This design comes from an exercise in tuning for small area on the open sky130 flow, not from production work.
In this exercise RTL edits were held to simulation tests only and were not proved equivalent to the original.

== the reference run ==
==> flow/design.v (excerpt) <==
module axi_timer_averager #(
    parameter integer DEFAULT_SAMPLES_SERIE = 2,
    parameter integer S_AXI_LITE_DATA_WIDTH = 32  ,
    parameter integer S_AXI_LITE_ADDR_WIDTH = 32
) (
    input  logic                                 CLK               ,
    input  logic                                 RESETN            ,
    input  logic [    S_AXI_LITE_ADDR_WIDTH-1:0] S_AXI_LITE_AWADDR ,
    input  logic [                          2:0] S_AXI_LITE_AWPROT ,
    input  logic                                 S_AXI_LITE_AWVALID,
    output logic                                 S_AXI_LITE_AWREADY,
    input  logic [    S_AXI_LITE_DATA_WIDTH-1:0] S_AXI_LITE_WDATA  ,
    input  logic [(S_AXI_LITE_DATA_WIDTH/8)-1:0] S_AXI_LITE_WSTRB  ,
    input  logic                                 S_AXI_LITE_WVALID ,
    output logic                                 S_AXI_LITE_WREADY ,
    output logic [                          1:0] S_AXI_LITE_BRESP  ,
    output logic                                 S_AXI_LITE_BVALID ,
    input  logic                                 S_AXI_LITE_BREADY ,
    input  logic [    S_AXI_LITE_ADDR_WIDTH-1:0] S_AXI_LITE_ARADDR ,
    input  logic [                          2:0] S_AXI_LITE_ARPROT ,
    input  logic                                 S_AXI_LITE_ARVALID,
    output logic                                 S_AXI_LITE_ARREADY,
    output logic [    S_AXI_LITE_DATA_WIDTH-1:0] S_AXI_LITE_RDATA  ,
    output logic [                          1:0] S_AXI_LITE_RRESP  ,
    output logic                                 S_AXI_LITE_RVALID ,
    input  logic                                 S_AXI_LITE_RREADY ,
    output logic [                         31:0] MSMT_VALUE        ,
    output logic                                 MSMT_VALID        ,
    input  logic                                 INTR
);
    logic        axi_awready;    
    logic        aw_en      ;
    logic [ 2:0] wr_sel     ;    
    logic        axi_bvalid ;
    logic        axi_arready;
    logic        axi_rvalid ;
  ...
For scale: ~1400 cells after synthesis, ~260 flip-flops, about 190 I/O pins.
Settings: LEC_CHECK=0, CAP_MARGIN=20, CELL_PAD_IN_SITES_DETAIL_PLACEMENT=1, CELL_PAD_IN_SITES_GLOBAL_PLACEMENT=2, CORE_MARGIN=2, CORE_UTILIZATION=35, CTS_BUF_LIST=sky130_fd_sc_hd__clkbuf_8, CTS_CLUSTER_SIZE=30, GPL_ROUTABILITY_DRIVEN=1, SLEW_MARGIN=20; clock period 8.0 ns.
run.sh (not shown) runs the stock make flow with config.mk's settings and CLKGATE_MAP_FILE= SYNTH_SCRIPT=/design/flow/synth_recipe.tcl, a recipe that flattens the netlist after the stock synthesis.
The following lists how the trial run was set up differently from the reference run:
Settings: a deleted CTS_CLUSTER_SIZE that had been 30; a change of CORE_UTILIZATION from 35 to 60; a deleted CTS_BUF_LIST that had been sky130_fd_sc_hd__clkbuf_8; an added PLACE_DENSITY of 0.7.
==> flow/flow/run.sh (new file) <==
#!/bin/bash
# Standard ORFS layout with two changes: ports are buffered with the smallest
# buffer, and clock tree synthesis inserts no dummy loads and uses larger
# sink clusters of clkbuf_8.
set -uo pipefail
bash standard.sh \
  "BUFFER_PORTS_ARGS=-buffer_cell sky130_fd_sc_hd__buf_1" \
  "CTS_ARGS=-sink_clustering_enable -repair_clock_nets -dont_use_dummy_load -sink_clustering_size 30 -sink_clustering_max_diameter 100 -buf_list sky130_fd_sc_hd__clkbuf_8" \
  finish > run_standard.log 2>&1
rc=$?
echo "standard.sh exit $rc"
exit $rc
==> flow/standard.sh (new file) <==
#!/bin/bash
# synth_recipe.tcl (not shown) runs the flow's synth.tcl, then flattens the netlist and writes it again
# the make line also repeats each setting of config.mk as NAME=value (left out here)
make -C /OpenROAD-flow-scripts/flow DESIGN_CONFIG=/design/flow/config.mk WORK_HOME=/design/flow/orfs CLKGATE_MAP_FILE= SYNTH_SCRIPT=/design/flow/synth_recipe.tcl "${@:-finish}"
removed: flow/run.sh
Results
- From the trial run to the reference run, distinct cell type count of the synthesized netlist did not move at all.
- Stage in which a tool error killed the trial run: global placement without I/O.
- Per-instance average area after synthesis: the reference run vs the trial run identical
- In the flow results for the trial run and the reference run, the overall die width is smaller on the trial run.
- The reference run and the trial run ended up with roughly the same xor and xnor area share after synthesis.

[re-timing with driven ports]
The results above use ideal ports. As a check the final layout listed here was re-extracted and re-timed, cells and wires unchanged.
Step 1, drivers: a clkbuf_16 drives CLK and a buf_2 each remaining input, both assumed.
Step 2 moves the port delays by t, midway between the first and last clock arrival at a register: inputs arrive t later, outputs are due t later. That takes back most of the time a late clock gives input paths.
Three values: no drivers, after step 1, after step 2; two values: the first two.
run: the reference run
t, ns: 0.681
slack for setup (ns): 1.189 / 1.189 / 1.189
worst setup path at the end: register to register
worst register clock-pin slew, ns: 0.07 / 0.07
pins driven straight from the clock port: 1
After both steps setup and hold are still met in the reference run. For the reference run, drivers alone change the setup slack by 0.000 ns; drivers and shift together by 0.000 ns.
